Background: an optimization exercise with open tools, aiming at small area. Do not read the settings as production practice. Function was checked by simulation only, so behaviour that the tests miss may differ from the original. No activity file was given, so power comes from the tool's default toggle rates.

==> design.v <==
module Order3(
    output wire [2:0] sel_min,    
    output wire [2:0] sel_mid,
    output wire [2:0] sel_max,
    input  wire       xab, xbc, xac
);
    assign sel_min = { ~xac & ~xbc,  ~xab &  xbc,  xab &  xac };
    assign sel_max = {  xac &  xbc,   xab & ~xbc, ~xab & ~xac };
    assign sel_mid = {  xac ^  xbc, ~(xab ^ xbc),  xab ^  xac };
endmodule
module Ascending_Sorter_3inputs_8bits(
    output wire [2:0] sel_min,    
    output wire [2:0] sel_mid,
    output wire [2:0] sel_max,
    input  wire       xab, ma, mb
);
    assign sel_min = { xab ? ma : mb, ~xab & ~mb,  xab & ~ma };
    assign sel_max = { xab ? mb : ma,  xab & ~mb, ~xab & ~ma };
    assign sel_mid = { ~ma & ~mb,      mb,         ma        };
endmodule
module Le_8bits(output wire le, input wire [7:0] a, input wire [7:0] b);
    wire [3:0] l2, g2;
    wire [1:0] l4, g4;
    genvar i;
    generate
        for (i = 0; i < 4; i = i + 1) begin : t2
            assign l2[i] = (~a[2*i+1] & b[2*i+1]) | (~a[2*i+1] & ~a[2*i] & b[2*i]) | (b[2*i+1] & ~a[2*i] & b[2*i]);
            assign g2[i] = (a[2*i+1] & ~b[2*i+1]) | (a[2*i+1] & a[2*i] & ~b[2*i]) | (~b[2*i+1] & a[2*i] & ~b[2*i]);
        end
        for (i = 0; i < 2; i = i + 1) begin : t4
            assign l4[i] = l2[2*i+1] | (~g2[2*i+1] & l2[2*i]);
            assign g4[i] = g2[2*i+1] | (~l2[2*i+1] & g2[2*i]);
        end
    endgenerate
    assign le = ~(g4[1] | (~l4[1] & g4[0]));
endmodule
module Sel3_8bits(output wire [7:0] y, input wire [2:0] s,
                  input wire [7:0] a, input wire [7:0] b, input wire [7:0] c);
    assign y = ({8{s[0]}} & a) | ({8{s[1]}} & b) | ({8{s[2]}} & c);
endmodule
module Median_Finder_9inputs_8bits(
    output wire [7:0] med,
    input  wire [7:0] x, y, z
);
    wire xy, yz, xz;
    wire [2:0] smin, smid, smax;
    Le_8bits Cxy(.le(xy), .a(x), .b(y));
    Le_8bits Cyz(.le(yz), .a(y), .b(z));
    Le_8bits Cxz(.le(xz), .a(x), .b(z));
    Order3 Ord(.sel_min(smin), .sel_mid(smid), .sel_max(smax),
                     .xab(xy), .xbc(yz), .xac(xz));
    Sel3_8bits Mux(.y(med), .s(smid), .a(x), .b(y), .c(z));
endmodule
module Median_Filter #(
    parameter WIDTH  = 32,
    parameter HEIGHT = 24
)(
    output wire [7:0] median_pixel,
    output wire       out_valid,
    input  wire [7:0] pixel_in,
    input  wire       in_valid,
    input  wire       rst,
    input  wire       clk
);
    localparam N = 2 * WIDTH + 1;
    reg  [7:0] sr [0:N-1];
    integer i;
    always @(posedge clk)
        if (in_valid) begin
            sr[0] <= pixel_in;
            for (i = 1; i < N; i = i + 1) sr[i] <= sr[i-1];
        end
    reg  [$clog2(WIDTH)-1:0]  col;
    reg  [$clog2(HEIGHT)-1:0] row;
    reg                       primed;    
    reg                       valid0, valid1, valid2, valid3;
    wire last_col = (col == WIDTH - 1);
    always @(posedge clk) begin
        if (rst) begin
            col    <= 0;
            row    <= 0;
            primed <= 1'b0;
            valid0 <= 1'b0;
            valid1 <= 1'b0;
            valid2 <= 1'b0;
            valid3 <= 1'b0;
        end else begin
            valid0 <= in_valid & primed;
            valid1 <= valid0;
            valid2 <= valid1;
            valid3 <= valid2;
            if (in_valid) begin
                col <= col + 1'b1;
                if (last_col) row <= (row == HEIGHT - 1) ? 0 : row + 1'b1;
                if (row == 1 && col == 0) primed <= 1'b1;
            end
        end
    end
    wire ntop = (row == 1);
    wire nbot = (row == 0);
    wire [7:0] na = sr[2*WIDTH-1], nb = sr[WIDTH-1], nc = pixel_in;
    wire le_ab, le_bc, le_ac;
    Le_8bits Cab(.le(le_ab), .a(na), .b(nb));
    Le_8bits Cbc(.le(le_bc), .a(nb), .b(nc));
    Le_8bits Cac(.le(le_ac), .a(na), .b(nc));
    wire nxab = ntop | le_ab;
    wire nxbc = ~nbot & le_bc;
    wire nxac = ntop | (~nbot & le_ac);
    reg ptop, pbot, moved;
    reg [2:0] qx;
    always @(posedge clk) begin
        if (in_valid) begin
            ptop <= ntop;
            pbot <= nbot;
            qx   <= {~(nxab ^ nxbc), nxab ^ nxac, nxab};
        end
        moved <= in_valid;
    end
    wire [7:0] qa = sr[2*WIDTH], qb = sr[WIDTH], qc = sr[0];
    wire [2:0] qs_min, qs_mid, qs_max;
    Ascending_Sorter_3inputs_8bits OQ(.sel_min(qs_min), .sel_mid(qs_mid), .sel_max(qs_max),
                                      .xab(qx[0]), .ma(qx[1]), .mb(qx[2]));
    wire [7:0] q_min, q_mid, q_max;
    Sel3_8bits SQn(.y(q_min), .s(qs_min & {~pbot, 1'b1, ~ptop}), .a(qa), .b(qb), .c(qc));
    Sel3_8bits SQd(.y(q_mid), .s(qs_mid), .a(qa), .b(qb), .c(qc));
    Sel3_8bits SQx(.y(q_max), .s(qs_max), .a(qa), .b(qb), .c(qc));
    reg [7:0] r_min, r_mid, r_max, m_min, m_mid, m_max, l_min, l_mid, l_max;
    always @(posedge clk) begin
        r_min <= q_min;  r_mid <= q_mid;  r_max <= q_max;
        if (moved) begin
            m_min <= r_min;  m_mid <= r_mid;  m_max <= r_max;
            l_min <= m_min;  l_mid <= m_mid;  l_max <= m_max;
        end
    end
    reg lmask, rmask;
    always @(posedge clk) begin
        lmask <= (col == 2);            
        rmask <= (col == 1);            
    end
    wire n_mr_d, n_lr_d, d_mr_d, d_lr_d, x_mr_d, x_lr_d;
    Le_8bits Cn1(.le(n_mr_d), .a(r_min), .b(q_min));
    Le_8bits Cn2(.le(n_lr_d), .a(m_min), .b(q_min));
    Le_8bits Cd1(.le(d_mr_d), .a(r_mid), .b(q_mid));
    Le_8bits Cd2(.le(d_lr_d), .a(m_mid), .b(q_mid));
    Le_8bits Cx1(.le(x_mr_d), .a(r_max), .b(q_max));
    Le_8bits Cx2(.le(x_lr_d), .a(m_max), .b(q_max));
    reg n_lm, d_lm, x_lm, n_mr, d_mr, x_mr, n_lr, d_lr, x_lr;
    always @(posedge clk)
        if (moved) begin
            n_lm <= n_mr;    d_lm <= d_mr;    x_lm <= x_mr;
            n_mr <= n_mr_d;  d_mr <= d_mr_d;  x_mr <= x_mr_d;
            n_lr <= n_lr_d;  d_lr <= d_lr_d;  x_lr <= x_lr_d;
        end
    wire [2:0] nmin, nmid, nmax, dmin, dmid, dmax, xmin, xmid, xmax;
    Order3 ON(.sel_min(nmin), .sel_mid(nmid), .sel_max(nmax),
        .xab(lmask | n_lm), .xbc(~rmask & n_mr), .xac(lmask | (~rmask & n_lr)));
    Order3 OD(.sel_min(dmin), .sel_mid(dmid), .sel_max(dmax),
        .xab(lmask | d_lm), .xbc(~rmask & d_mr), .xac(lmask | (~rmask & d_lr)));
    Order3 OX(.sel_min(xmin), .sel_mid(xmid), .sel_max(xmax),
        .xab(lmask | x_lm), .xbc(~rmask & x_mr), .xac(lmask | (~rmask & x_lr)));
    wire [7:0] max_of_min, mid_of_mid, min_of_max;
    Sel3_8bits SN(.y(max_of_min), .s(nmax), .a(l_min), .b(m_min), .c(r_min));
    Sel3_8bits SD(.y(mid_of_mid), .s(dmid), .a(l_mid), .b(m_mid), .c(r_mid));
    Sel3_8bits SX(.y(min_of_max), .s(xmin & {~rmask, 1'b1, ~lmask}),
                  .a(l_max), .b(m_max), .c(r_max));
    reg [7:0] s_x, s_y, s_z;
    always @(posedge clk) begin
        s_x <= max_of_min;
        s_y <= mid_of_mid;
        s_z <= min_of_max;
    end
    wire [7:0] med;
    Median_Finder_9inputs_8bits Kernel(.med(med), .x(s_x), .y(s_y), .z(s_z));
    reg [7:0] med_q;
    always @(posedge clk) med_q <= med;
    assign median_pixel = med_q;
    assign out_valid    = valid3;
endmodule
==> flow/run.sh <==
#!/bin/bash
# The standard layout (standard.sh), with clock tree synthesis told to
# cluster the flip-flops under clkbuf_8 leaf buffers and not to add dummy
# loads. The make output goes to standard.log; each tool's own log is under
# orfs/logs/.
set -euo pipefail
export CTS_ARGS="-sink_clustering_enable -repair_clock_nets -sink_clustering_size 18 -sink_clustering_max_diameter 50 -sink_clustering_buffer sky130_fd_sc_hd__clkbuf_8 -buf_list sky130_fd_sc_hd__clkbuf_16 -dont_use_dummy_load"
bash standard.sh > standard.log 2>&1
==> standard.sh <==
#!/bin/bash
# synth_recipe.tcl (not shown) runs the flow's synth.tcl, then flattens the netlist and writes it again
# the make line also repeats each setting of config.mk as NAME=value (left out here)
make -C /OpenROAD-flow-scripts/flow DESIGN_CONFIG=/design/flow/config.mk WORK_HOME=/design/flow/orfs CLKGATE_MAP_FILE= SYNTH_SCRIPT=/design/flow/synth_recipe.tcl "${@:-finish}"
==> config.mk <==
export PLATFORM = sky130hd
export DESIGN_NAME = Median_Filter
export DESIGN_NICKNAME = Median_Filter
export VERILOG_FILES = /design/flow/design.v
export SDC_FILE = /design/flow/constraint.sdc
export NUM_CORES = 4
export LEC_CHECK = 0
export CAP_MARGIN = 5
export CORE_MARGIN = 2
export CORE_UTILIZATION = 65
export CTS_BUF_LIST = sky130_fd_sc_hd__clkbuf_16
export CTS_CLUSTER_DIAMETER = 60
export CTS_CLUSTER_SIZE = 25
export SLEW_MARGIN = 5
==> constraint.sdc <==
create_clock -name core_clock -period 2.8 [get_ports {clk}]
set_input_delay 0.5600 -clock core_clock [delete_from_list [all_inputs] [get_ports {clk}]]
set_output_delay 0.5600 -clock core_clock [all_outputs]
set_load 0.01 [all_outputs]
==> results of run 1 <==
==> per-stage QoR <==
step,instance area [sq um],hold WS [ns],power (mW)
6_report,23900,0.397,17.8
5_1_grt,23900,0.402,18.5
4_1_cts,23900,0.398,18.0
3_5_place_dp,23200,0.405,13.6
3_3_place_gp,23200,0.400,13.6
2_1_floorplan,22000,0.400,12.9
==> layer usage <==
layer	track usage, %	routed length, um
met1	28.5	15700
met2	27.2	14200
met3	3.07	1290
met4	6.21	780
met5	0	0
==> synthesized netlist by cell type (8+ instances only) <==
cell type	instances	area, sq um
edfxtp_1	582	17500
inv_1	90	338
dfxtp_1	74	1480
nand2_1	40	150
nor2_1	36	135
a21oi_1	34	170
maj3_1	30	300
a222oi_1	25	250
o21ai_0	23	115
nand3_1	19	95.1
mux2i_1	14	140
a22oi_1	13	97.6
nor2b_1	13	81.3
o221ai_1	11	96.3
a31oi_1	10	62.6
and2_1	9	56.3
a22o_1	8	70.1
ha_1	8	100
==> what timing repair did <==
| item | CTS | global route |
|---|---|---|
| setup endpoints to repair | 0 | 2 |
| resized for setup | 0 | 6 |
| buffers inserted | 0 | 2 |
==> worst max-delay path by stage <==
| stage | endpoint | slack (ns) | depth (start not counted) |
|---|---|---|---|
| floorplan | n_mr | 0.008 | 8 |
| global placement | qx[2] | -0.18 | 9 |
| detailed placement | qx[2] | -0.21 | 9 |
| CTS | n_mr | 0.11 | 8 |
| global route | x_lr | 0.006 | 7 |
| finish | x_lr | 0.10 | 7 |
==> logic make-up after synthesis <==
group / share of synthesized area [%]
flops: 86.1
compound gates: 5.53
simple gates: 3.13
buf+inv: 1.77
fa+ha+maj: 1.92
mux: 1.01
xor+xnor: 0.478
==> cell type report <==
| class | count | area (sq um) |
|---|---|---|
| inverters | 90 | 338 |
| well taps | 448 | 561 |
| repair buffers | 66 | 673 |
| flip-flops and latches | 656 | 19000 |
| multi-input cells | 387 | 2680 |
| clock buffers | 48 | 717 |
| fillers | 2034 | 9520 |
==> worst max-delay path, stage by stage (launching register included) <==
cell      delay, ns
edfxtp_1       0.54
mux2_2         0.38
o21ai_1        0.27
nor2_1         0.08
maj3_1         0.37
a211o_1        0.27
and3_1         0.17
maj3_1         0.36
==> power by group <==
group          leakage (nW)  internal (mW)  switching, mW
Sequential             6.31           11.4          0.386
Clock                 0.371           1.71           2.63
Combinational          1.74          0.682          0.923
Total                  8.42           13.8           3.93
==> reports/qor.txt, run 1 <==
most flop-heavy register - sr
CTS clk-pin slew, worst paths - 0.10 ns
CTS buffer count - 48
Hold Path Cell Cnt - 0
Layout Cells excl Fill - 1695
vias in the first global route - 9260
Max Slew Vio Count - 0
Netlist cell types - 54
Final ANT Viol Nets - 0
max reg flops - 520
commonest non-fill, non-tap cell in the layout - edfxtp_1
fin util - 71.5%
Residual DRC - 0
area grow syn2layout - 8.74%
peak supply drop - 0.000531 V
setup repair after global routing missed its margin - no
vias - 9613
worst-margin pin slew - 0.912 ns
DP Worst Slack - -0.213 ns
GPL Wtd Cong - 0.840
number of I/O pins - 20
Sink Count - 656
DRT iter0 DRCs - 843
Final Hold Fails - 0
worst-skew pair later-pin latency - 0.52 ns
fmax - 371 MHz
Synth Flop Type - edfxtp_1
CTS tree - yes
Antenna diodes - 0
Crit. End Element - flop
Hold Path Sink - sr[14][6]
DR vias/cell - 5.67
PortBufs - 19
hold_sp - sr[13][6]
FF-to-FF Start - qx[1]
Core Footprint - 33400 sq um
# setup viols final - 0
Cell Area, Synth - 22000 sq um
sequential share of the synthesized area - 86.1%
largest net degree at the start of global routing - 59
Critical path origin - qx[1]
setup TNS - 0 ns
Root Driver - clkbuf_16
FF-to-FF setup slack - 0.10 ns
Placed Cells - 1645
GR Overflow Total - 0
Syn Inst Count - 1144
Clock Skew - 0.0444 ns
hold buffer count at cts - 0
setup ws final - 0.103 ns
Synth async-reset ratio - 0%
Avg WL per Cell - 18.8 um
worst path required time - 3.07 ns
die area - 35300 sq um
Seq cells post-synth - 656
antenna violations before repair - 0
syn_nets - 1163
die height - 188 um
final WL - 31900 um
drt pass-1 iters - 7
Arr. time, crit path - 2.97 ns
Slew HR - 38.7%
share of cells above drive strength 1 - 9.14%
Final Cycle Share - 96.3%
first-pass GRT wire length - 50300 um
Synth warnings - 2
Max Root-Sink Buffers - 3
Power Density - 743 nW/um^2
Die W - 188 um
HPWL after DPL - 19100 um
Overall Global Routing Usage - 18.4%
Post-synth EDFFs - 582
CP Launch Type - flop
nets - 1268
Post-Syn Area per Cell - 19.2 sq um
min Tclk post-route - 2.70 ns
most frequent cells in the layout - 582 x edfxtp_1, 90 x inv_1, 73 x dfxtp_1
CP Max Fanout - 7
Crit Path Class - flop to flop
LEAKAGE - 8.42 nW
Starting Density - 65.8%
Worst R2R End - x_lr
Hold Crit Class - flop to flop
max-cap viol count - 0
reg2reg path depth - 7
status - timing/DRC/antenna clean
depth of the CTS H-tree - 2
row count - 67
==> run 2: changes to the inputs <==
==> config.mk (replaced) <==
export PLATFORM = sky130hd
export DESIGN_NAME = Median_Filter
export DESIGN_NICKNAME = Median_Filter
export VERILOG_FILES = /design/flow/design.v
export SDC_FILE = /design/flow/constraint.sdc
export NUM_CORES = 4
export LEC_CHECK = 0
export CAP_MARGIN = 20
export CORE_MARGIN = 2
export CORE_UTILIZATION = 65
export GPL_TIMING_DRIVEN = 0
export SLEW_MARGIN = 20
==> reports/qor.txt, run 2 <==
final WL - 31500 um
hold_ws - 0.398 ns
top post-synthesis cells by area - edfxtp_1 79%, dfxtp_1 6.7%, inv_1 1.5%
Cell Area, Synth - 22000 sq um
Avg WL per Cell - 18.8 um
Netlist cell types - 54
# setup viols final - 0
max-cap viol count - 0
setup TNS - 0 ns
max reg flops - 520
nets - 1250
Post-Syn Area per Cell - 19.2 sq um
DR vias/cell - 5.72
syn_nets - 1163
GPL Wtd Cong - 0.781
Hold Crit Class - flop to flop
commonest non-fill, non-tap cell in the layout - edfxtp_1
most frequent cells in the layout - 582 x edfxtp_1, 90 x inv_1, 73 x dfxtp_1
Sink Count - 656
share of Yosys cell area claimed by the top area cell type - 79.4%
Final ANT Viol Nets - 0
vias in the first global route - 9059
Slew HR - 36.5%
Synth async-reset ratio - 0%
fmax - 362 MHz
most common cell in the netlist - edfxtp_1
Seq cells post-synth - 656
cell with the largest stage delay on the worst path - edfxtp_1
HPWL after DPL - 18300 um
setup repair after global routing missed its margin - yes
CTS clk-pin slew, worst paths - 0.10 ns
number of I/O pins - 20
vias - 9597
CP max stage delay - 0.46 ns
Final Hold Fails - 0
most flop-heavy register - sr
Placed Cells - 1615
Final Cycle Share - 98.7%
chain of cells forming the critical path - buf_6 > mux2_2 > o21ai_4 > nor2_1 > maj3_1 > a211o_1 > and3_1 > maj3_1
area grow syn2layout - 8.31%
Starting Density - 65.8%
Max Root-Sink Buffers - 3
worst path required time - 3.09 ns
Power Density - 747 nW/um^2
Crit Path Class - flop to flop
Synth warnings - 2
first-pass GRT wire length - 49000 um
sequential share of the synthesized area - 86.1%
largest net degree at the start of global routing - 111
register area - 19000 sq um
DRT iter0 DRCs - 862
CP Max Fanout - 9
Die W - 188 um
Synth Flop Type - edfxtp_1
worst-margin pin slew - 0.943 ns
CTS buffer count - 48
Placed Instance Area - 22900 sq um
Post-synth EDFFs - 582
Most Frequent Cell on Critical Path - maj3_1
Layout fillers - 2058
GR Overflow Total - 0
Multi-input gate area - 2770 sq um
Root Driver - clkbuf_16
Arr. time, crit path - 3.05 ns
Clock Skew - 0.0420 ns
status - timing/DRC/antenna clean
area leader, netlist - edfxtp_1
peak supply drop - 0.000510 V
Syn Inst Count - 1144
worst-skew pair later-pin latency - 0.55 ns
Overall Global Routing Usage - 18.0%
LEAKAGE - 8.33 nW
Core Footprint - 33400 sq um
fin util - 71.3%
share of cells above drive strength 1 - 8.30%
cell area after layout - 23800 sq um
synth cell count leaders - 582 x edfxtp_1, 90 x inv_1, 74 x dfxtp_1
drt pass-1 iters - 8
CTS tree - yes
Crit. End Element - flop
row count - 67
Layout Cells excl Fill - 1678
antenna violations before repair - 3
min Tclk post-route - 2.76 ns
PortBufs - 19
Max Slew Vio Count - 0
die height - 188 um
die area - 35300 sq um
hold buffer count at cts - 0
Residual DRC - 0
depth of the CTS H-tree - 2
CP Launch Type - flop
run 2: cell count changes in the layout (fill, tap and decap cells not counted), sizes merged:
cell and delta:
diode +1, clkbuf +6, buf -24
run 2: metrics by stage:
step | setup slack [ns] | total power, mW
6_report | 0.0353 | 17.8
5_1_grt | -0.0819 | 18.6
4_1_cts | -0.00517 | 18.0
3_5_place_dp | -0.538 | 13.6
3_3_place_gp | -15.73 | 13.8
2_1_floorplan | 0.00766 | 12.9
run 2: worst paths after layout:
check | slack [ns] | from | depth (start not counted) | end
hold reg to reg | 0.40 | sr[57][1] | 0 | sr[58][1]
setup / recovery | 0.04 | qx[1] | 8 | x_lr
setup reg to reg | 0.04 | qx[1] | 8 | x_lr
hold / removal | 0.40 | sr[57][1] | 0 | sr[58][1]
run 2: layer usage:
layer | wire length [um] | vias up | part of all wire (%) | track usage, %
li1 | - | 4555 | - | -
met1 | 15500 | 4769 | 49 | 28.3
met2 | 13500 | 215 | 43 | 25.3
met3 | 1440 | 58 | 4.6 | 3.14
met4 | 1020 | 0 | 3.2 | 7.75
met5 | 0 | - | 0 | 0
run 2: power by group:
group,switching (mW),leakage (nW),internal [mW]
sequential,0.388,6.31,11.5
clock,2.64,0.371,1.71
combinational,0.947,1.64,0.663
total,3.97,8.33,13.8
run 2: timing repair:
| action | CTS | global route |
|---|---|---|
| setup endpoints to repair | 6 | 7 |
| gates cloned | 0 | 0 |
| pin swaps | 1 | 6 |
| setup buffers | 2 | 12 |
| resized for setup | 8 | 17 |
run 2: logic make-up (layout without fill, tap and decap cells):
kind of cell               count (synthesis)  count (layout)  synth area share, %
and+or+nand+nor                          144             144                 3.13
other                                      0               1                    0
muxes                                     21              21                 1.01
AOI/OAI and AO/OA                        170             170                 5.53
xor gates and xnor gates                  12              12                0.478
DFF                                      656             656                 86.1
adders and majority gates                 40              40                 1.92
buffers and inverters                    101             186                 1.77
run 2: layout make-up:
cell class | instances | share of cell area [%]
Sequential cell | 656 | 79.6
Multi-Input combinational cell | 387 | 11.6
Clock buffer | 48 | 3.01
Tap cell | 448 | 2.35
Timing Repair Buffer | 37 | 1.77
Inverter | 90 | 1.42
Buffer | 11 | 0.257
Antenna cell | 1 | 0.0105
run 2: worst max-delay path, delay by kind of cell (launching register included):
kind                     cells  cell delay [ns]
adder cells (fa/ha/maj)      2             0.70
multiplexers                 1             0.37
AO/OA/AOI/OAI                2             0.51
flip-flops                   1             0.46
buffers and inverters        1             0.18
AND/OR/NAND/NOR              2             0.27
==> run 3: changes to the inputs <==
==> flow/run.sh (replaced) <==
#!/bin/bash
# The standard layout (standard.sh) with two changes: every port still gets
# its own buffer, but a plain buf_1; and clock tree synthesis clusters the
# flip-flops under clkbuf_8 leaf buffers and adds no dummy loads. The make
# output goes to standard.log; each tool's own log is under orfs/logs/.
set -euo pipefail
export BUFFER_PORTS_ARGS="-buffer_cell sky130_fd_sc_hd__buf_1"
export CTS_ARGS="-sink_clustering_enable -repair_clock_nets -sink_clustering_size 18 -sink_clustering_max_diameter 50 -sink_clustering_buffer sky130_fd_sc_hd__clkbuf_8 -buf_list sky130_fd_sc_hd__clkbuf_16 -dont_use_dummy_load"
bash standard.sh > standard.log 2>&1
--- a/config.mk
+++ b/config.mk
@@ -7,6 +7,5 @@
 export LEC_CHECK = 0
 export CAP_MARGIN = 20
 export CORE_MARGIN = 2
-export CORE_UTILIZATION = 65
-export GPL_TIMING_DRIVEN = 0
+export CORE_UTILIZATION = 55
 export SLEW_MARGIN = 20
==> reports/qor.txt, run 3 <==
status - timing/DRC/antenna clean
worst-margin pin slew - 0.748 ns
vias - 9657
GPL Wtd Cong - 0.822
chain of cells forming the critical path - mux2_4 > and2_4 > a222oi_1 > buf_4 > a211oi_1 > a211o_1 > maj3_2 > maj3_2
Crit Path Class - flop to flop
Layout fillers - 2851
largest net degree at the start of global routing - 60
nets - 1255
vias in the first global route - 9279
CTS tree - yes
drt pass-1 iters - 5
reg2reg path depth - 8
Post-Syn Area per Cell - 19.2 sq um
Synth async-reset ratio - 0%
Antenna diodes - 0
most flop-heavy register - sr
fmax - 369 MHz
register area - 19000 sq um
commonest non-fill, non-tap cell in the layout - edfxtp_1
Most Frequent Cell on Critical Path - maj3_2
Placed Cells - 1709
Clock Skew - 0.0735 ns
row count - 73
global routing's busiest layer - met1
share of Yosys cell area claimed by the top area cell type - 79.4%
min Tclk post-route - 2.71 ns
max-cap viol count - 0
Power Density - 745 nW/um^2
Crit. End Element - flop
GR Layer Usage met1 - 25.2%
CP Launch Type - flop
delay-heaviest family, CP - adder cells
Hold Crit Class - primary input to flop
global-route met2 utilization - 22.8%
Cell Area, Synth - 22000 sq um
worst path required time - 3.06 ns
antenna violations before repair - 1
Seq cells post-synth - 656
Post-synth EDFFs - 582
Syn Inst Count - 1144
hold_sp - pixel_in[1]
Core Footprint - 39600 sq um
total power - 17.8 mW
depth of the CTS H-tree - 2
Max Root-Sink Buffers - 3
area leader, netlist - edfxtp_1
Max Slew Vio Count - 0
Layout Cells excl Fill - 1759
Slew HR - 49.7%
FF-to-FF setup slack - 0.09 ns
max reg flops - 520
sequential share of the synthesized area - 86.1%
Starting Density - 55.5%
CTS buffer count - 48
Root Driver - clkbuf_16
Final Cycle Share - 96.7%
GR Overflow Total - 0
Arr. time, crit path - 2.97 ns
Worst R2R End - n_mr
DRT iter0 DRCs - 901
# setup viols final - 0
DR vias/cell - 5.49
die height - 204 um
LEAKAGE - 8.32 nW
Synth warnings - 2
CTS clk-pin slew, worst paths - 0.11 ns
Hold Path Sink - sr[0][1]
first-pass GRT wire length - 51500 um
PortBufs - 19
CP max stage delay - 0.48 ns
share of cells above drive strength 1 - 8.35%
top post-synthesis cells by area - edfxtp_1 79%, dfxtp_1 6.7%, inv_1 1.5%
peak supply drop - 0.000497 V
syn_nets - 1163
GR Util met3 - 3.49%
Sink Count - 656
area grow syn2layout - 8.30%
FF-to-FF Start - qx[2]
final WL - 32800 um
cell with the largest stage delay on the worst path - edfxtp_1
cell area after layout - 23800 sq um
most common cell in the netlist - edfxtp_1
Avg WL per Cell - 18.7 um
Die W - 204 um
Final Hold Fails - 0
Overall Global Routing Usage - 16.1%
CP Max Fanout - 6
Final ANT Viol Nets - 0
number of I/O pins - 20
most frequent cells in the layout - 582 x edfxtp_1, 90 x inv_1, 73 x dfxtp_1
Synth Flop Type - edfxtp_1
Placed Instance Area - 23100 sq um
Residual DRC - 0
Hold Path Cell Cnt - 1
crit path buf inv count - 1
Multi-input gate area - 2690 sq um
synth cell count leaders - 582 x edfxtp_1, 90 x inv_1, 74 x dfxtp_1
die area - 41600 sq um
Netlist cell types - 54
worst-skew pair later-pin latency - 0.56 ns
HPWL after DPL - 19400 um
[run 3: worst reg2reg max path: cells and delay by family, from the launching register on]
kind,cells,cell delay (ns)
adder cells (fa/ha/maj),2,0.62
multiplexers,1,0.34
AO/OA/AOI/OAI,3,0.59
AND/OR/NAND/NOR,1,0.17
buffers and inverters,1,0.20
flip-flops,1,0.48
[run 3: final cells by class]
type,count,area share [%]
tap,525,2.76
clock buffer,48,3.01
timing repair buffer,53,1.96
sequential,656,79.6
inverter,90,1.42
multi-input combinational,387,11.3
[run 3: worst max path at each step]
stage	slack (ns)	startpoint	depth (start not counted)	to
after floorplan	0.008	qx[2]	8	n_mr
after global placement	0.11	pixel_in[0]	9	qx[2]
after detailed placement	0.02	pixel_in[0]	9	qx[2]
after CTS	0.09	qx[2]	8	n_mr
after global routing	-0.02	qx[2]	8	n_mr
final	0.09	qx[2]	8	n_mr
[run 3: metal layers]
| layer | wire length (um) | vias up | part of all wire (%) |
|---|---|---|---|
| met2 | 14100 | 190 | 43 |
| met5 | 16 | - | 0.049 |
| met4 | 757 | 2 | 2.3 |
| li1 | - | 4552 | - |
| met3 | 1500 | 59 | 4.6 |
| met1 | 16400 | 4854 | 50 |
[run 3: logic make-up after synthesis]
logic type | Yosys count | share of synthesized area, %
compound gates | 170 | 5.53
simple gates | 144 | 3.13
fa+ha+maj | 40 | 1.92
buf+inv | 101 | 1.77
xor+xnor | 12 | 0.478
flops | 656 | 86.1
mux | 21 | 1.01
[run 3: repair_timing]
item,CTS,global route
hold buffers,0,0
setup endpoints to repair,0,6
buffers inserted,0,2
gates resized for setup,0,8
[run 3: where the power goes]
group	internal, mW	switching [mW]
Sequential	11.5	0.389
Combinational	0.604	0.924
Clock	1.71	2.69
[run 3: per-stage QoR]
stage / hold slack (ns) / util, % / setup WS [ns] / TNS, ns
after floorplan: 0.400 / - / 0.00766 / 0
after global placement: 0.402 / 58.2 / 0.108 / 0
after detailed placement: 0.405 / 58.2 / 0.0164 / 0
after CTS: 0.207 / 60.0 / 0.0884 / 0
after global routing: 0.235 / 60.1 / -0.0216 / -0.0303
final: 0.247 / 60.1 / 0.0928 / 0
==> run 4: changes to the inputs <==
--- a/config.mk
+++ b/config.mk
@@ -7,5 +7,5 @@
 export LEC_CHECK = 0
 export CAP_MARGIN = 20
 export CORE_MARGIN = 2
-export CORE_UTILIZATION = 55
+export CORE_UTILIZATION = 50
 export SLEW_MARGIN = 20
==> reports/qor.txt, run 4 <==
Netlist cell types - 54
first-pass GRT wire length - 51600 um
share of Yosys cell area claimed by the top area cell type - 79.4%
CTS tree - yes
Internal - 13.8 mW
Synth Flop Type - edfxtp_1
Seq cells post-synth - 656
mux share of post-synthesis cell area - 1.01%
Avg WL per Cell - 18.1 um
worst-margin pin slew - 0.987 ns
antenna violations before repair - 2
Synth async-reset ratio - 0%
main combinational cell family by area after synthesis - compound AO/OA/AOI/OAI gates
Layout fillers - 3288
fmax - 370 MHz
Placed Cells - 1763
xor/xnor share of the synthesized area - 0.478%
max reg flops - 520
CTS buffer count - 50
clock share of power - 25.3%
Compound-Gate Fraction of Synth Area - 5.53%
cell area after layout - 23900 sq um
Post-Synth Adder-Cell Area - 1.92%
fin util - 55.2%
Die W - 214 um
nets - 1249
Power Density - 748 nW/um^2
setup repair after global routing missed its margin - yes
Post-Syn Area per Cell - 19.2 sq um
Net Switching - 4.04 mW
PortBufs - 19
Root Driver - clkbuf_16
Arr. time, crit path - 2.97 ns
Most Frequent Cell on Critical Path - maj3_2
chain of cells forming the critical path - mux2_4 > and2_4 > a222oi_1 > buf_4 > a211oi_1 > a211o_1 > maj3_2 > maj3_2
delay-heaviest family, CP - adder cells
Residual DRC - 0
power share of the combinational group - 8.4%
Antenna diodes - 0
commonest non-fill, non-tap cell in the layout - edfxtp_1
GR Overflow Total - 0
Slew HR - 33.7%
Syn Inst Count - 1144
status - timing/DRC/antenna clean
top post-synthesis cells by area - edfxtp_1 79%, dfxtp_1 6.7%, inv_1 1.5%
DRT iter0 DRCs - 937
max-cap viol count - 0
DR vias/cell - 5.37
worst path required time - 3.07 ns
worst-skew pair later-pin latency - 0.57 ns
Core Footprint - 43300 sq um
depth of the CTS H-tree - 2
hold_ws - 0.249 ns
share of cells above drive strength 1 - 7.82%
hold buffer count at cts - 0
Clock Skew - 0.0703 ns
die height - 214 um
min Tclk post-route - 2.70 ns
CP max stage delay - 0.46 ns
GPL Wtd Cong - 0.825
vias in the first global route - 9389
HPWL after DPL - 19100 um
number of I/O pins - 20
switching share of power - 22.6%
largest net degree at the start of global routing - 78
CTS clk-pin slew, worst paths - 0.10 ns
Overall Global Routing Usage - 14.7%
synth cell count leaders - 582 x edfxtp_1, 90 x inv_1, 74 x dfxtp_1
Crit Path Class - flop to flop
die area - 45700 sq um
most flop-heavy register - sr
area grow syn2layout - 8.45%
sequential share of power - 66.3%
most frequent cells in the layout - 582 x edfxtp_1, 90 x inv_1, 73 x dfxtp_1
Final Cycle Share - 96.5%
LEAKAGE - 8.29 nW
most common cell in the netlist - edfxtp_1
Post-synth EDFFs - 582
vias - 9737
CP Max Fanout - 7
Hold Crit Class - primary input to flop
# setup viols final - 0
Final ANT Viol Nets - 0
Synth warnings - 2
row count - 76
final WL - 32900 um
total power - 17.8 mW
Cell Area, Synth - 22000 sq um
peak supply drop - 0.000477 V
CP Launch Type - flop
area leader, netlist - edfxtp_1
sequential share of the synthesized area - 86.1%
Max Root-Sink Buffers - 3
Layout Cells excl Fill - 1813
drt pass-1 iters - 7
Max Slew Vio Count - 0
Placed Instance Area - 23100 sq um
post-synthesis simple-gate area fraction - 3.13%
Sink Count - 656
cell with the largest stage delay on the worst path - edfxtp_1
crit path buf inv count - 1
Crit. End Element - flop
syn_nets - 1163
Starting Density - 50.9%
Final Hold Fails - 0
[run 4: cell counts after synthesis]
Identical to the previous run, type by type.
[run 4: per-stage QoR]
step / setup TNS [ns] / worst slack, ns
2_1_floorplan: 0 / 0.00766
3_5_place_dp: 0 / 0.102
3_3_place_gp: 0 / 0.132
6_report: 0 / 0.0983
4_1_cts: 0 / 0.0461
5_1_grt: -0.00286 / -0.00286
[run 4: power groups by stage]
stage	clock (mW)	combinational, mW	sequential (mW)
after floorplan	0	0.928	11.9
after global placement	0	1.45	12.0
after detailed placement	0	1.48	12.0
after CTS	4.78	1.49	11.8
after global routing	5.08	1.68	11.9
final	4.51	1.50	11.8
[run 4: repair_timing]
action,CTS,global route
setup endpoints to repair,0,4
hold endpoints to repair,0,0
gates resized for setup,0,8
buffers inserted,0,0
[run 4: per-layer routing]
metal / GRT usage [%] / share of wire, %
met2: 20.9 / 42
met4: 5.41 / 2.6
met5: 0 / 0.082
met1: 22.2 / 50
met3: 3.71 / 5.6
[run 4: layout make-up]
type                            instances  area (sq um)  area share, %
Multi-Input combinational cell        387          2690           11.3
Inverter                               90           338           1.42
Sequential cell                       656         19000           79.4
Tap cell                              585           732           3.07
Clock buffer                           50           744           3.12
Timing Repair Buffer                   45           408           1.71
[run 4: final timing paths]
path / startpoint / to / slack [ns] / cells after the start
setup reg to reg: qx[1] / n_mr / 0.1 / 8
hold / removal: pixel_in[2] / sr[0][2] / 0.25 / 1
setup / recovery: qx[1] / n_mr / 0.1 / 8
hold reg to reg: sr[17][3] / sr[18][3] / 0.39 / 0
[run 4: kinds of logic (layout without fill, tap and decap cells)]
| logic type | after synthesis | count (layout) |
|---|---|---|
| multiplexers | 21 | 21 |
| XOR/XNOR | 12 | 12 |
| flip-flops | 656 | 656 |
| AO/OA/AOI/OAI | 170 | 170 |
| buffers and inverters | 101 | 185 |
| AND/OR/NAND/NOR | 144 | 144 |
| adder cells (fa/ha/maj) | 40 | 40 |
==> run 5: changes to the inputs <==
--- a/config.mk
+++ b/config.mk
@@ -7,5 +7,5 @@
 export LEC_CHECK = 0
 export CAP_MARGIN = 20
 export CORE_MARGIN = 2
-export CORE_UTILIZATION = 50
+export CORE_UTILIZATION = 60
 export SLEW_MARGIN = 20
==> reports/qor.txt, run 5 <==
Die W - 196 um
Hold Path Cell Cnt - 1
DRT iter0 DRCs - 736
Seq cells post-synth - 656
# setup viols final - 0
commonest non-fill, non-tap cell in the layout - edfxtp_1
die height - 196 um
mux share of post-synthesis cell area - 1.01%
setup TNS - 0 ns
peak supply drop - 0.000461 V
fmax - 375 MHz
Final ANT Viol Nets - 0
GPL Wtd Cong - 0.827
Antenna diodes - 0
Multi-input gate area - 2670 sq um
Synth Flop Type - edfxtp_1
area grow syn2layout - 7.74%
switching share of power - 22.2%
sequential share of power - 66.8%
min Tclk post-route - 2.67 ns
sequential share of the synthesized area - 86.1%
CTS tree - yes
HPWL after DPL - 19100 um
Slew HR - 49.6%
register area - 19000 sq um
Compound-Gate Fraction of Synth Area - 5.53%
depth of the CTS H-tree - 2
Syn Inst Count - 1144
Crit Path Class - flop to flop
FF-to-FF Start - qx[1]
Post-synth EDFFs - 582
largest net degree at the start of global routing - 102
die area - 38200 sq um
vias in the first global route - 9177
Worst R2R End - n_mr
Core Footprint - 36300 sq um
Netlist cell types - 54
most flop-heavy register - sr
number of I/O pins - 20
Clock Skew - 0.0497 ns
vias - 9558
setup repair after global routing missed its margin - no
CP Max Fanout - 7
Arr. time, crit path - 2.95 ns
nets - 1256
Hold Crit Class - primary input to flop
Internal - 13.8 mW
CTS buffer count - 49
first-pass GRT wire length - 49700 um
main combinational cell family by area after synthesis - compound AO/OA/AOI/OAI gates
Layout fillers - 2434
most frequent cells in the layout - 582 x edfxtp_1, 90 x inv_1, 73 x dfxtp_1
area leader, netlist - edfxtp_1
LEAKAGE - 8.31 nW
Net Switching - 3.94 mW
worst-margin pin slew - 0.756 ns
DR vias/cell - 5.61
Crit. End Element - flop
GR Overflow Total - 0
reg2reg path depth - 8
Root Driver - clkbuf_16
Max Root-Sink Buffers - 3
Residual DRC - 0
Final Hold Fails - 0
share of Yosys cell area claimed by the top area cell type - 79.4%
xor/xnor share of the synthesized area - 0.478%
Max Slew Vio Count - 0
Avg WL per Cell - 18.9 um
worst-skew pair later-pin latency - 0.56 ns
FF-to-FF setup slack - 0.13 ns
Synth async-reset ratio - 0%
CTS clk-pin slew, worst paths - 0.10 ns
worst path required time - 3.08 ns
Sink Count - 656
status - timing/DRC/antenna clean
Final Cycle Share - 95.3%
PortBufs - 19
hold buffer count at cts - 0
final WL - 32100 um
power share of the combinational group - 8.4%
clock share of power - 24.8%
Hold Path Sink - sr[0][3]
row count - 70
Post-Syn Area per Cell - 19.2 sq um
Synth warnings - 2
Post-Synth Adder-Cell Area - 1.92%
fin util - 65.2%
most common cell in the netlist - edfxtp_1
max-cap viol count - 0
hold_sp - pixel_in[3]
Power Density - 747 nW/um^2
share of cells above drive strength 1 - 8.02%
syn_nets - 1163
post-synthesis simple-gate area fraction - 3.13%
antenna violations before repair - 1
hold_ws - 0.263 ns
synth cell count leaders - 582 x edfxtp_1, 90 x inv_1, 74 x dfxtp_1
Starting Density - 60.5%
CP Launch Type - flop
drt pass-1 iters - 5
Overall Global Routing Usage - 17.0%
max reg flops - 520
top post-synthesis cells by area - edfxtp_1 79%, dfxtp_1 6.7%, inv_1 1.5%
Cell Area, Synth - 22000 sq um
==> run 5: cell counts after synthesis <==
Identical to the previous run, type by type.
==> run 5: kinds of logic (layout without fill, tap and decap cells) <==
| kind of cell | count (synthesis) | count (layout) |
|---|---|---|
| buffers and inverters | 101 | 192 |
| AND/OR/NAND/NOR | 144 | 144 |
| adder cells (fa/ha/maj) | 40 | 40 |
| flip-flops | 656 | 656 |
| XOR/XNOR | 12 | 12 |
| AO/OA/AOI/OAI | 170 | 170 |
| multiplexers | 21 | 21 |
==> run 5: how the worst max path moves through the flow <==
| stage | start | to | slack, ns | cells past startpoint |
|---|---|---|---|---|
| final | qx[1] | n_mr | 0.13 | 8 |
| after global routing | qx[0] | n_mr | 0.009 | 8 |
| after CTS | qx[1] | n_mr | 0.07 | 8 |
| after detailed placement | qx[1] | n_mr | 0.07 | 8 |
| after global placement | qx[1] | n_mr | 0.1 | 8 |
| after floorplan | qx[2] | n_mr | 0.008 | 8 |
==> run 5: per-stage QoR <==
| stage | power, mW | cell area [sq um] | cells | setup WS [ns] |
|---|---|---|---|---|
| after floorplan | 12.9 | 22000 | 1144 | 0.00766 |
| after global placement | 13.5 | 23000 | 1653 | 0.0979 |
| after detailed placement | 13.5 | 23000 | 1653 | 0.0657 |
| after CTS | 18.0 | 23700 | 1702 | 0.0680 |
| after global routing | 18.5 | 23700 | 1703 | 0.00907 |
| final | 17.7 | 23700 | 1703 | 0.131 |
==> run 5: final cells by class <==
class,count,area share [%]
sequential,656,80.0
inverter,90,1.42
tap,468,2.47
multi-input combinational,387,11.2
timing repair buffer,53,1.82
clock buffer,49,3.08
==> run 5: power groups by stage <==
| stage | clock [mW] | sequential (mW) | combinational, mW |
|---|---|---|---|
| 6_report | 4.40 | 11.8 | 1.48 |
| 5_1_grt | 4.94 | 11.9 | 1.67 |
| 4_1_cts | 4.65 | 11.8 | 1.48 |
| 3_5_place_dp | 0 | 12.1 | 1.47 |
| 3_3_place_gp | 0 | 12.0 | 1.46 |
| 2_1_floorplan | 0 | 11.9 | 0.928 |
==> run 5: critical path: stages, from the launching register on <==
cell      delay (ns)
edfxtp_1        0.48
mux2_4          0.34
and2_4          0.17
a222oi_1        0.28
buf_4           0.21
a211oi_1        0.07
a211o_1         0.28
maj3_2          0.31
maj3_2          0.30
==> run 5: metal layers <==
metal  track usage, %  routed length, um
met3             3.71               1420
met1             26.2              16100
met5                0                  7
met2             24.6              13900
met4             5.46                758
==> run 5: what timing repair did <==
item | 4_1_cts | 5_1_grt
setup endpoints to repair | 0 | 2
endpoints found under the hold margin | 0 | 0
resized for setup | 0 | 1
setup buffers | 0 | 1
==> run 6: changes to the inputs <==
--- a/config.mk
+++ b/config.mk
@@ -8,4 +8,7 @@
 export CAP_MARGIN = 20
 export CORE_MARGIN = 2
 export CORE_UTILIZATION = 60
+export CTS_BUF_LIST = sky130_fd_sc_hd__clkbuf_16
+export CTS_CLUSTER_DIAMETER = 60
+export CTS_CLUSTER_SIZE = 25
 export SLEW_MARGIN = 20
==> reports/qor.txt, run 6 <==
CTS clk-pin slew, worst paths - 0.10 ns
Cell Area, Synth - 22000 sq um
setup ws final - 0.131 ns
# setup viols final - 0
depth of the CTS H-tree - 2
DP Worst Slack - 0.0657 ns
LEAKAGE - 8.31 nW
delay-heaviest family, CP - compound AO/OA/AOI/OAI gates
CP Max Fanout - 7
Arr. time, crit path - 2.95 ns
Sink Count - 656
most common cell in the netlist - edfxtp_1
Power Density - 747 nW/um^2
Core Footprint - 36300 sq um
Netlist cell types - 54
Final ANT Viol Nets - 0
min Tclk post-route - 2.67 ns
Root Driver - clkbuf_16
DR vias/cell - 5.61
peak supply drop - 0.000461 V
CTS tree - yes
largest net degree at the start of global routing - 102
setup TNS - 0 ns
FF-to-FF Start - qx[1]
first-pass GRT wire length - 49700 um
Synth async-reset ratio - 0%
Syn Inst Count - 1144
worst-margin pin slew - 0.756 ns
Worst R2R End - n_mr
Post-Syn Area per Cell - 19.2 sq um
worst path required time - 3.08 ns
Synth Flop Type - edfxtp_1
CP max stage delay - 0.48 ns
Overall Global Routing Usage - 17.0%
Layout fillers - 2434
Hold Crit Class - primary input to flop
CP Launch Type - flop
setup repair after global routing missed its margin - no
Avg WL per Cell - 18.9 um
area grow syn2layout - 7.74%
syn_nets - 1163
final WL - 32100 um
max-cap viol count - 0
Final Cycle Share - 95.3%
drt pass-1 iters - 5
vias in the first global route - 9177
Seq cells post-synth - 656
Slew HR - 49.6%
most frequent cells in the layout - 582 x edfxtp_1, 90 x inv_1, 73 x dfxtp_1
row count - 70
DRT iter0 DRCs - 736
die height - 196 um
Max Slew Vio Count - 0
die area - 38200 sq um
max reg flops - 520
Crit. End Element - flop
Residual DRC - 0
reg2reg path depth - 8
share of Yosys cell area claimed by the top area cell type - 79.4%
fmax - 375 MHz
area leader, netlist - edfxtp_1
HPWL after DPL - 19100 um
Antenna diodes - 0
Crit. path cell count - 8
cell with the largest stage delay on the worst path - edfxtp_1
PortBufs - 19
status - timing/DRC/antenna clean
Starting Density - 60.5%
synth cell count leaders - 582 x edfxtp_1, 90 x inv_1, 74 x dfxtp_1
commonest non-fill, non-tap cell in the layout - edfxtp_1
worst-skew pair later-pin latency - 0.56 ns
fin util - 65.2%
GR Overflow Total - 0
hold buffer count at cts - 0
Critical path origin - qx[1]
hold_ws - 0.263 ns
vias - 9558
Crit Path Class - flop to flop
Most Frequent Cell on Critical Path - maj3_2
top post-synthesis cells by area - edfxtp_1 79%, dfxtp_1 6.7%, inv_1 1.5%
chain of cells forming the critical path - mux2_4 > and2_4 > a222oi_1 > buf_4 > a211oi_1 > a211o_1 > maj3_2 > maj3_2
CTS buffer count - 49
Final Hold Fails - 0
FF-to-FF setup slack - 0.13 ns
Post-synth EDFFs - 582
share of cells above drive strength 1 - 8.02%
most flop-heavy register - sr
Placed Instance Area - 23000 sq um
cell area after layout - 23700 sq um
sequential share of the synthesized area - 86.1%
antenna violations before repair - 1
GPL Wtd Cong - 0.827
Die W - 196 um
number of I/O pins - 20
Critical Path End - n_mr
nets - 1256
crit path buf inv count - 1
Clock Skew - 0.0497 ns
Synth warnings - 2
Max Root-Sink Buffers - 3
==> run 6: cell counts after synthesis <==
Identical to the previous run, type by type.
==> run 6: layout make-up <==
type | instances | area, sq um | area share, %
Timing Repair Buffer | 53 | 430 | 1.82
Multi-Input combinational cell | 387 | 2670 | 11.2
Inverter | 90 | 338 | 1.42
Tap cell | 468 | 586 | 2.47
Clock buffer | 49 | 731 | 3.08
Sequential cell | 656 | 19000 | 80.0
==> run 6: through the flow <==
step,power [mW],cells
finish,17.7,1703
global route,18.5,1703
CTS,18.0,1702
detailed placement,13.5,1653
global placement,13.5,1653
floorplan,12.9,1144
==> run 6: cell families after synthesis <==
kind of cell    after synthesis  synth area share (%)
buf+inv                     101                  1.77
fa+ha+maj                    40                  1.92
xor+xnor                     12                 0.478
simple gates                144                  3.13
flops                       656                  86.1
mux                          21                  1.01
compound gates              170                  5.53
==> run 6: timing repair <==
action | 4_1_cts | 5_1_grt
resized for setup | 0 | 1
setup endpoints to repair | 0 | 2
setup buffers | 0 | 1
==> run 6: worst reg2reg max path, cell delays in order, from the launching register on <==
cell and delay [ns]:
edfxtp_1 0.48, mux2_4 0.34, and2_4 0.17, a222oi_1 0.28, buf_4 0.21, a211oi_1 0.07, a211o_1 0.28, maj3_2 0.31
maj3_2 0.30
==> run 6: metal layers <==
layer	wire (um)	track usage (%)	share of wire (%)	vias to the layer above
met4	758	5.46	2.4	2
met5	7	0	0.022	-
met2	13900	24.6	43	177
li1	-	-	-	4561
met3	1420	3.71	4.4	56
met1	16100	26.2	50	4762
==> run 6: worst min-delay path by stage <==
stage           startpoint         to  slack, ns  cells past startpoint
3_3_place_gp     sr[24][4]  sr[25][4]       0.40                      0
6_report       pixel_in[3]   sr[0][3]       0.26                      1
2_1_floorplan     sr[9][0]  sr[10][0]       0.40                      0
3_5_place_dp     sr[12][3]  sr[13][3]       0.40                      0
4_1_cts        pixel_in[3]   sr[0][3]       0.22                      1
5_1_grt        pixel_in[3]   sr[0][3]       0.24                      1
==> run 6: report_power, final <==
part / total [mW] / internal (mW) / leakage, nW / switching (mW)
Sequential: 11.8 / 11.5 / 6.31 / 0.386
Combinational: 1.48 / 0.590 / 1.62 / 0.892
Clock: 4.40 / 1.74 / 0.378 / 2.66
Total: 17.7 / 13.8 / 8.31 / 3.94
==> run 7: changes to the inputs <==
--- a/config.mk
+++ b/config.mk
@@ -7,7 +7,7 @@
 export LEC_CHECK = 0
 export CAP_MARGIN = 20
 export CORE_MARGIN = 2
-export CORE_UTILIZATION = 60
+export CORE_UTILIZATION = 65
 export CTS_BUF_LIST = sky130_fd_sc_hd__clkbuf_16
 export CTS_CLUSTER_DIAMETER = 60
 export CTS_CLUSTER_SIZE = 25
==> reports/qor.txt, run 7 <==
Internal - 13.8 mW
Crit. End Element - flop
DRT iter0 DRCs - 697
Netlist cell types - 54
row count - 67
chain of cells forming the critical path - mux2_4 > and2_4 > a222oi_1 > buf_4 > a211oi_1 > a211o_1 > maj3_2 > maj3_2
Clock Skew - 0.0590 ns
main combinational cell family by area after synthesis - compound AO/OA/AOI/OAI gates
peak supply drop - 0.000530 V
Placed Cells - 1637
depth of the CTS H-tree - 2
fmax - 376 MHz
CP Max Fanout - 6
nets - 1263
Starting Density - 65.8%
drt pass-1 iters - 7
Post-Synth Adder-Cell Area - 1.92%
Residual DRC - 0
commonest non-fill, non-tap cell in the layout - edfxtp_1
area leader, netlist - edfxtp_1
PortBufs - 19
Slew HR - 28.5%
Synth Flop Type - edfxtp_1
Cell Area, Synth - 22000 sq um
CP Launch Type - flop
sequential share of the synthesized area - 86.1%
share of cells above drive strength 1 - 8.53%
worst-skew pair later-pin latency - 0.55 ns
die area - 35300 sq um
die height - 188 um
Post-synth EDFFs - 582
Root Driver - clkbuf_16
CTS buffer count - 49
vias in the first global route - 9269
routed wl met3 - 1370 um
HPWL after DPL - 19500 um
Final ANT Viol Nets - 0
Post-Syn Area per Cell - 19.2 sq um
Max Slew Vio Count - 0
largest net degree at the start of global routing - 78
FF-to-FF Start - qx[0]
Synth async-reset ratio - 0%
post-synthesis simple-gate area fraction - 3.13%
Die W - 188 um
syn_nets - 1163
Max Root-Sink Buffers - 3
CTS clk-pin slew, worst paths - 0.09 ns
Layout Cells excl Fill - 1690
number of I/O pins - 20
Sink Count - 656
xor/xnor share of the synthesized area - 0.478%
Placed Instance Area - 23000 sq um
min Tclk post-route - 2.66 ns
Arr. time, crit path - 2.94 ns
power share of the combinational group - 8.5%
LEAKAGE - 8.37 nW
clock share of power - 24.7%
total power - 17.7 mW
area grow syn2layout - 8.21%
Overall Global Routing Usage - 18.7%
setup TNS - 0 ns
top post-synthesis cells by area - edfxtp_1 79%, dfxtp_1 6.7%, inv_1 1.5%
status - timing/DRC/antenna clean
Syn Inst Count - 1144
most frequent cells in the layout - 582 x edfxtp_1, 90 x inv_1, 73 x dfxtp_1
Crit Path Class - flop to flop
crit path buf inv count - 1
antenna violations before repair - 0
vias - 9748
DP Worst Slack - 0.114 ns
Critical Path End - n_mr
GR Overflow Total - 0
sequential share of power - 66.8%
Core Footprint - 33400 sq um
Most Frequent Cell on Critical Path - maj3_2
most flop-heavy register - sr
Net Switching - 3.95 mW
first-pass GRT wire length - 50700 um
Hold Crit Class - primary input to flop
worst-margin pin slew - 1.06 ns
hold buffer count at cts - 0
share of Yosys cell area claimed by the top area cell type - 79.4%
Final Hold Fails - 0
setup repair after global routing missed its margin - no
switching share of power - 22.3%
hold_ws - 0.261 ns
max layer used - met4
Critical path origin - qx[0]
fin util - 71.2%
Avg WL per Cell - 19.2 um
Synth warnings - 2
worst path required time - 3.08 ns
max reg flops - 520
# setup viols final - 0
FF-to-FF setup slack - 0.14 ns
delay-heaviest family, CP - compound AO/OA/AOI/OAI gates
Seq cells post-synth - 656
DR vias/cell - 5.77
Crit. path cell count - 8
Antenna diodes - 0
most common cell in the netlist - edfxtp_1
Worst R2R End - n_mr
CP max stage delay - 0.46 ns
GPL Wtd Cong - 0.850
Met1 Wirelength - 16100 um
cell area after layout - 23800 sq um
mux share of post-synthesis cell area - 1.01%
Compound-Gate Fraction of Synth Area - 5.53%
setup ws final - 0.138 ns
synth cell count leaders - 582 x edfxtp_1, 90 x inv_1, 74 x dfxtp_1
final WL - 32400 um
Final Cycle Share - 95.1%
CTS tree - yes
max-cap viol count - 0
reg2reg path depth - 8
Power Density - 745 nW/um^2
met2 routed WL - 14400 um
cell with the largest stage delay on the worst path - edfxtp_1
[run 7: cell counts after synthesis]
Identical to the previous run, type by type.
[run 7: power by group through the flow]
| stage | sequential (mW) | clock (mW) | combinational, mW |
|---|---|---|---|
| floorplan | 11.9 | 0 | 0.928 |
| detailed placement | 12.1 | 0 | 1.49 |
| global placement | 12.0 | 0 | 1.46 |
| finish | 11.9 | 4.38 | 1.51 |
| CTS | 11.9 | 4.59 | 1.49 |
| global route | 11.9 | 4.92 | 1.69 |
[run 7: layout make-up]
type / count / area, sq um
flip-flops and latches: 656 / 19000
clock buffers: 49 / 731
fillers: 2032 / 9640
well taps: 448 / 561
inverters: 90 / 338
multi-input cells: 387 / 2670
repair buffers: 60 / 558
[run 7: per-layer routing]
layer	global-route usage, %	up-vias
li1	-	4578
met1	29.3	4913
met2	27.1	205
met3	3.65	52
met4	5.63	0
met5	0	-
[run 7: cell families after synthesis]
family / after synthesis
flops: 656
compound gates: 170
simple gates: 144
buf+inv: 101
fa+ha+maj: 40
mux: 21
xor+xnor: 12
[run 7: timing repair]
action,in CTS,in global routing
endpoints found under the setup margin,0,1
setup buffers,0,4
gates resized for setup,0,2
[run 7: worst min-delay path by stage]
stage | cells past startpoint | start | endpoint
global placement | 0 | sr[30][3] | sr[31][3]
finish | 1 | pixel_in[3] | sr[0][3]
detailed placement | 0 | sr[9][2] | sr[10][2]
floorplan | 0 | sr[9][0] | sr[10][0]
CTS | 1 | pixel_in[3] | sr[0][3]
global route | 1 | pixel_in[3] | sr[0][3]
==> run 8: changes to the inputs <==
==> flow/run.sh (replaced) <==
#!/bin/bash
# The standard layout (standard.sh) with two changes: every port still gets
# its own buffer, but a plain buf_1; and clock tree synthesis clusters the
# flip-flops under clkbuf_4 leaf buffers and adds no dummy loads. The make
# output goes to standard.log; each tool's own log is under orfs/logs/.
set -euo pipefail
export BUFFER_PORTS_ARGS="-buffer_cell sky130_fd_sc_hd__buf_1"
export CTS_ARGS="-sink_clustering_enable -repair_clock_nets -sink_clustering_size 10 -sink_clustering_max_diameter 35 -sink_clustering_buffer sky130_fd_sc_hd__clkbuf_4 -buf_list sky130_fd_sc_hd__clkbuf_16 -dont_use_dummy_load"
bash standard.sh > standard.log 2>&1
==> reports/qor.txt, run 8 <==
Clock Skew - 0.0528 ns
Netlist cell types - 54
Critical path origin - qx[0]
final WL - 32900 um
max-cap viol count - 0
sequential share of power - 65.8%
LEAKAGE - 8.44 nW
drt pass-1 iters - 5
PortBufs - 19
worst-margin pin slew - 1.03 ns
Post-Syn Area per Cell - 19.2 sq um
Internal - 13.9 mW
die area - 35300 sq um
die height - 188 um
Starting Density - 65.8%
Final Cycle Share - 94.7%
clock share of power - 25.9%
sequential share of the synthesized area - 86.1%
worst path required time - 3.11 ns
CTS clk-pin slew, worst paths - 0.11 ns
reg2reg path depth - 8
setup repair after global routing missed its margin - no
first-pass GRT wire length - 51800 um
Max Root-Sink Buffers - 3
HPWL after DPL - 19500 um
Final Hold Fails - 0
GR Layer Usage met1 - 29.6%
Final ANT Viol Nets - 0
fmax - 377 MHz
GR Overflow Total - 0
Residual DRC - 0
# setup viols final - 0
max reg flops - 520
vias - 9894
Seq cells post-synth - 656
Arr. time, crit path - 2.97 ns
most common cell in the netlist - edfxtp_1
top post-synthesis cells by area - edfxtp_1 79%, dfxtp_1 6.7%, inv_1 1.5%
Core Footprint - 33400 sq um
Antenna diodes - 0
Worst R2R End - n_mr
Synth warnings - 2
most frequent cells in the layout - 582 x edfxtp_1, 90 x inv_1, 80 x clkbuf_4
worst-skew pair later-pin latency - 0.56 ns
CTS buffer count - 88
Critical Path End - n_mr
Cell Area, Synth - 22000 sq um
Synth Flop Type - edfxtp_1
DR vias/cell - 5.74
status - timing/DRC/antenna clean
row count - 67
Syn Inst Count - 1144
synth cell count leaders - 582 x edfxtp_1, 90 x inv_1, 74 x dfxtp_1
Root Driver - clkbuf_16
hold_ws - 0.236 ns
Avg WL per Cell - 19.1 um
Slew HR - 30.9%
Power Density - 755 nW/um^2
area grow syn2layout - 8.46%
hold buffer count at cts - 0
setup TNS - 0 ns
CTS tree - yes
Crit. End Element - flop
FF-to-FF Start - qx[0]
postcts setup bufs - 0
number of I/O pins - 20
DRT iter0 DRCs - 783
share of Yosys cell area claimed by the top area cell type - 79.4%
global routing's busiest layer - met1
peak supply drop - 0.000539 V
Max Slew Vio Count - 0
GR Util met3 - 4.32%
antenna violations before repair - 0
vias in the first global route - 9614
Hold Crit Class - primary input to flop
power share of the combinational group - 8.3%
area leader, netlist - edfxtp_1
CP Launch Type - flop
Sink Count - 656
min Tclk post-route - 2.65 ns
fin util - 71.4%
Overall Global Routing Usage - 19.2%
share of cells above drive strength 1 - 11.0%
switching share of power - 22.6%
Post-synth EDFFs - 582
Synth async-reset ratio - 0%
FF-to-FF setup slack - 0.15 ns
CP Max Fanout - 7
commonest non-fill, non-tap cell in the layout - edfxtp_1
Die W - 188 um
depth of the CTS H-tree - 3
nets - 1298
post-CTS sizing - 0
largest net degree at the start of global routing - 78
Net Switching - 4.07 mW
syn_nets - 1163
Crit Path Class - flop to flop
GPL Wtd Cong - 0.850
most flop-heavy register - sr
global-route met2 utilization - 27.2%
[run 8: cell count changes in the layout (fill, tap and decap cells not counted)]
cell / change
clkbuf_4: +79
nor2_1: +1
nor2_2: -1
clkbuf_16: +4
buf_4: -4
clkbuf_8: -44
[run 8: worst max-delay path, cell delays in order (launching register included)]
cell,delay (ns)
edfxtp_1,0.46
mux2_4,0.37
and2_4,0.17
a222oi_1,0.25
buf_4,0.20
a211oi_1,0.08
a211o_1,0.29
maj3_2,0.31
maj3_2,0.30
[run 8: stage by stage]
step | total power [mW] | setup slack [ns] | area, sq um | cells
4_1_cts | 18.3 | 0.145 | 23900 | 1725
5_1_grt | 18.9 | 0.00361 | 23900 | 1725
3_5_place_dp | 13.6 | 0.114 | 23000 | 1637
2_1_floorplan | 12.9 | 0.00766 | 22000 | 1144
3_3_place_gp | 13.5 | 0.142 | 23000 | 1637
6_report | 18.0 | 0.147 | 23900 | 1725
[run 8: final cells by class]
type | instances | area (sq um)
multi-input cells | 387 | 2660
inverters | 90 | 338
clock buffers | 88 | 818
repair buffers | 56 | 528
fillers | 2056 | 9580
well taps | 448 | 561
flip-flops and latches | 656 | 19000
[run 8: cells by family (layout without fill, tap and decap cells)]
logic type | after synthesis | after routing | share of synthesized area (%)
buffers and inverters | 101 | 234 | 1.77
and+or+nand+nor | 144 | 144 | 3.13
AOI/OAI and AO/OA | 170 | 170 | 5.53
xor gates and xnor gates | 12 | 12 | 0.478
DFF | 656 | 656 | 86.1
adders and majority gates | 40 | 40 | 1.92
muxes | 21 | 21 | 1.01
[run 8: how the worst min path moves through the flow]
stage,from,endpoint,slack (ns),cells past startpoint
final,pixel_in[3],sr[0][3],0.24,1
after global routing,pixel_in[3],sr[0][3],0.21,1
after CTS,pixel_in[3],sr[0][3],0.22,1
after detailed placement,sr[9][2],sr[10][2],0.40,0
after global placement,sr[30][3],sr[31][3],0.40,0
after floorplan,sr[9][0],sr[10][0],0.40,0
[run 8: per-layer routing]
layer | vias up | share of wire [%]
met2 | 235 | 44
met1 | 4920 | 49
met3 | 53 | 5.0
met4 | 0 | 1.9
met5 | - | 0
li1 | 4686 | -
[run 8: power groups by stage]
stage | combinational (mW) | clock (mW) | sequential (mW)
after floorplan | 0.928 | 0 | 11.9
after global placement | 1.46 | 0 | 12.0
after detailed placement | 1.49 | 0 | 12.1
after CTS | 1.49 | 4.90 | 11.9
after global routing | 1.68 | 5.30 | 11.9
final | 1.50 | 4.66 | 11.9
==> run 9: changes to the inputs <==
==> flow/run.sh (replaced) <==
#!/bin/bash
# The standard layout (standard.sh) with three changes: every port still
# gets its own buffer, but a plain buf_1; clock tree synthesis clusters the
# flip-flops under clkbuf_8 leaf buffers and adds no dummy loads; and after
# global routing the resizer downsizes gates on paths with slack to spare
# (ORFS's RECOVER_POWER step, on 30% of them). The make output goes to standard.log; each
# tool's own log is under orfs/logs/.
set -euo pipefail
export BUFFER_PORTS_ARGS="-buffer_cell sky130_fd_sc_hd__buf_1"
export CTS_ARGS="-sink_clustering_enable -repair_clock_nets -sink_clustering_size 18 -sink_clustering_max_diameter 50 -sink_clustering_buffer sky130_fd_sc_hd__clkbuf_8 -buf_list sky130_fd_sc_hd__clkbuf_16 -dont_use_dummy_load"
export RECOVER_POWER=30
bash standard.sh > standard.log 2>&1
--- a/config.mk
+++ b/config.mk
@@ -7,8 +7,5 @@
 export LEC_CHECK = 0
 export CAP_MARGIN = 20
 export CORE_MARGIN = 2
-export CORE_UTILIZATION = 65
-export CTS_BUF_LIST = sky130_fd_sc_hd__clkbuf_16
-export CTS_CLUSTER_DIAMETER = 60
-export CTS_CLUSTER_SIZE = 25
+export CORE_UTILIZATION = 60
 export SLEW_MARGIN = 20
==> reports/qor.txt, run 9 <==
status - timing/DRC/antenna clean
Crit Path Class - flop to flop
commonest non-fill, non-tap cell in the layout - edfxtp_1
most frequent cells in the layout - 582 x edfxtp_1, 90 x inv_1, 73 x dfxtp_1
setup repair after global routing missed its margin - no
Core Footprint - 36300 sq um
Syn Inst Count - 1144
FF-to-FF setup slack - 0.13 ns
Seq cells post-synth - 656
area grow syn2layout - 7.74%
Post-synth EDFFs - 582
share of Yosys cell area claimed by the top area cell type - 79.4%
Final Hold Fails - 0
Crit. End Element - flop
Post-Syn Area per Cell - 19.2 sq um
Residual DRC - 0
Starting Density - 60.5%
reg2reg path depth - 8
max-cap viol count - 0
synth cell count leaders - 582 x edfxtp_1, 90 x inv_1, 74 x dfxtp_1
Avg WL per Cell - 18.9 um
area leader, netlist - edfxtp_1
Slew HR - 49.6%
worst-skew pair later-pin latency - 0.56 ns
Hold Crit Class - primary input to flop
number of I/O pins - 20
share of cells above drive strength 1 - 8.02%
top post-synthesis cells by area - edfxtp_1 79%, dfxtp_1 6.7%, inv_1 1.5%
CTS clk-pin slew, worst paths - 0.10 ns
vias in the first global route - 9177
sequential share of the synthesized area - 86.1%
fmax - 375 MHz
Overall Global Routing Usage - 17.0%
Netlist cell types - 54
worst path required time - 3.08 ns
Arr. time, crit path - 2.95 ns
worst-margin pin slew - 0.756 ns
largest net degree at the start of global routing - 102
nets - 1256
Final ANT Viol Nets - 0
Hold Path Cell Cnt - 1
vias - 9558
drt pass-1 iters - 5
DRT iter0 DRCs - 736
LEAKAGE - 8.31 nW
PortBufs - 19
setup TNS - 0 ns
row count - 70
Max Root-Sink Buffers - 3
Cell Area, Synth - 22000 sq um
CP Launch Type - flop
CTS buffer count - 49
final WL - 32100 um
Synth async-reset ratio - 0%
die height - 196 um
Worst R2R End - n_mr
CTS tree - yes
antenna violations before repair - 1
syn_nets - 1163
total power - 17.7 mW
Sink Count - 656
first-pass GRT wire length - 49700 um
CP Max Fanout - 7
DR vias/cell - 5.61
max reg flops - 520
min Tclk post-route - 2.67 ns
Max Slew Vio Count - 0
FF-to-FF Start - qx[1]
HPWL after DPL - 19100 um
depth of the CTS H-tree - 2
Power Density - 747 nW/um^2
most flop-heavy register - sr
Synth Flop Type - edfxtp_1
hold_sp - pixel_in[3]
Hold Path Sink - sr[0][3]
Synth warnings - 2
Clock Skew - 0.0497 ns
Final Cycle Share - 95.3%
GR Overflow Total - 0
Root Driver - clkbuf_16
peak supply drop - 0.000461 V
die area - 38200 sq um
# setup viols final - 0
Antenna diodes - 0
most common cell in the netlist - edfxtp_1
GPL Wtd Cong - 0.827
Die W - 196 um
==> run 9: metal layers <==
| layer | track usage [%] | wire length [um] |
|---|---|---|
| met2 | 24.6 | 13900 |
| met4 | 5.46 | 758 |
| met1 | 26.2 | 16100 |
| met5 | 0 | 7 |
| met3 | 3.71 | 1420 |
==> run 9: timing repair <==
action,4_1_cts,5_1_grt
setup buffers,0,1
endpoints found under the setup margin,0,2
hold buffers,0,0
endpoints found under the hold margin,0,0
gates resized for setup,0,1
==> run 9: metrics by stage <==
step,worst slack (ns),hold slack [ns],utilization (%),std cells,cell area [sq um]
final,0.131,0.263,65.2,1703,23700
after detailed placement,0.0657,0.405,63.2,1653,23000
after floorplan,0.00766,0.400,-,1144,22000
after global placement,0.0979,0.401,63.2,1653,23000
after global routing,0.00907,0.237,65.2,1703,23700
after CTS,0.0680,0.219,65.2,1702,23700
==> run 9: worst max-delay path by stage <==
stage / start / endpoint / slack (ns) / cells after the start
2_1_floorplan: qx[2] / n_mr / 0.008 / 8
3_3_place_gp: qx[1] / n_mr / 0.1 / 8
3_5_place_dp: qx[1] / n_mr / 0.07 / 8
4_1_cts: qx[1] / n_mr / 0.07 / 8
5_1_grt: qx[0] / n_mr / 0.009 / 8
6_report: qx[1] / n_mr / 0.13 / 8
==> run 9: kinds of logic after synthesis <==
kind of cell / Yosys count / share of synthesized area (%)
compound gates: 170 / 5.53
xor+xnor: 12 / 0.478
fa+ha+maj: 40 / 1.92
buf+inv: 101 / 1.77
flops: 656 / 86.1
mux: 21 / 1.01
simple gates: 144 / 3.13
==> run 9: power by group <==
| part | leakage [nW] | switching, mW | total [mW] | internal, mW |
|---|---|---|---|---|
| combinational | 1.62 | 0.892 | 1.48 | 0.590 |
| clock | 0.378 | 2.66 | 4.40 | 1.74 |
| sequential | 6.31 | 0.386 | 11.8 | 11.5 |
| total | 8.31 | 3.94 | 17.7 | 13.8 |
==> run 9: critical path, cell delays in order, from the launching register on <==
cell and delay [ns]:
edfxtp_1 0.48, mux2_4 0.34, and2_4 0.17, a222oi_1 0.28
buf_4 0.21, a211oi_1 0.07, a211o_1 0.28, maj3_2 0.31
maj3_2 0.30
==> run 9: cell type report <==
type / count / area (sq um)
Fill cell: 2434 / 12600
Timing Repair Buffer: 53 / 430
Inverter: 90 / 338
Tap cell: 468 / 586
Multi-Input combinational cell: 387 / 2670
Sequential cell: 656 / 19000
Clock buffer: 49 / 731

[static timing again, ports no longer ideal]
How much do the figures lean on ideal ports? The routed layouts below were timed once more, with nothing changed but the port constraints. Step 1, drivers: a clkbuf_16 drives clk and a buf_2 each remaining input, both assumed. Step 2 adds t to the input delays and takes it off the output delays; t is the mean of the earliest and latest rising clock arrival at the registers after step 1. Input paths then give back, and output paths get back, about the clock's delay inside the block. Slacks: no drivers / after step 1 / after step 2; pairs: no drivers / after step 1.
run | shift t [ns] | setup WS [ns] | cell pins on the clock port's net
run 1 | 0.565 | 0.103 / 0.103 / -0.243 | 1
run 2 | 0.588 | 0.035 / 0.035 / -0.326 | 1
run 3 | 0.578 | 0.093 / 0.093 / 0.047 | 1
run 4 | 0.589 | 0.098 / 0.098 / 0.068 | 1
run 5 | 0.589 | 0.131 / 0.131 / 0.043 | 1
run 6 | 0.589 | 0.131 / 0.131 / 0.043 | 1
run 7 | 0.574 | 0.138 / 0.138 / 0.078 | 1
run 8 | 0.593 | 0.147 / 0.147 / 0.059 | 1
run 9 | 0.589 | 0.131 / 0.131 / 0.043 | 1
Met with ideal ports but missed after step 2: setup timing in run 1 and run 2. The setup slack of run 2, which loses most, moves by 0.000 ns with the drivers and by -0.361 ns with both steps.
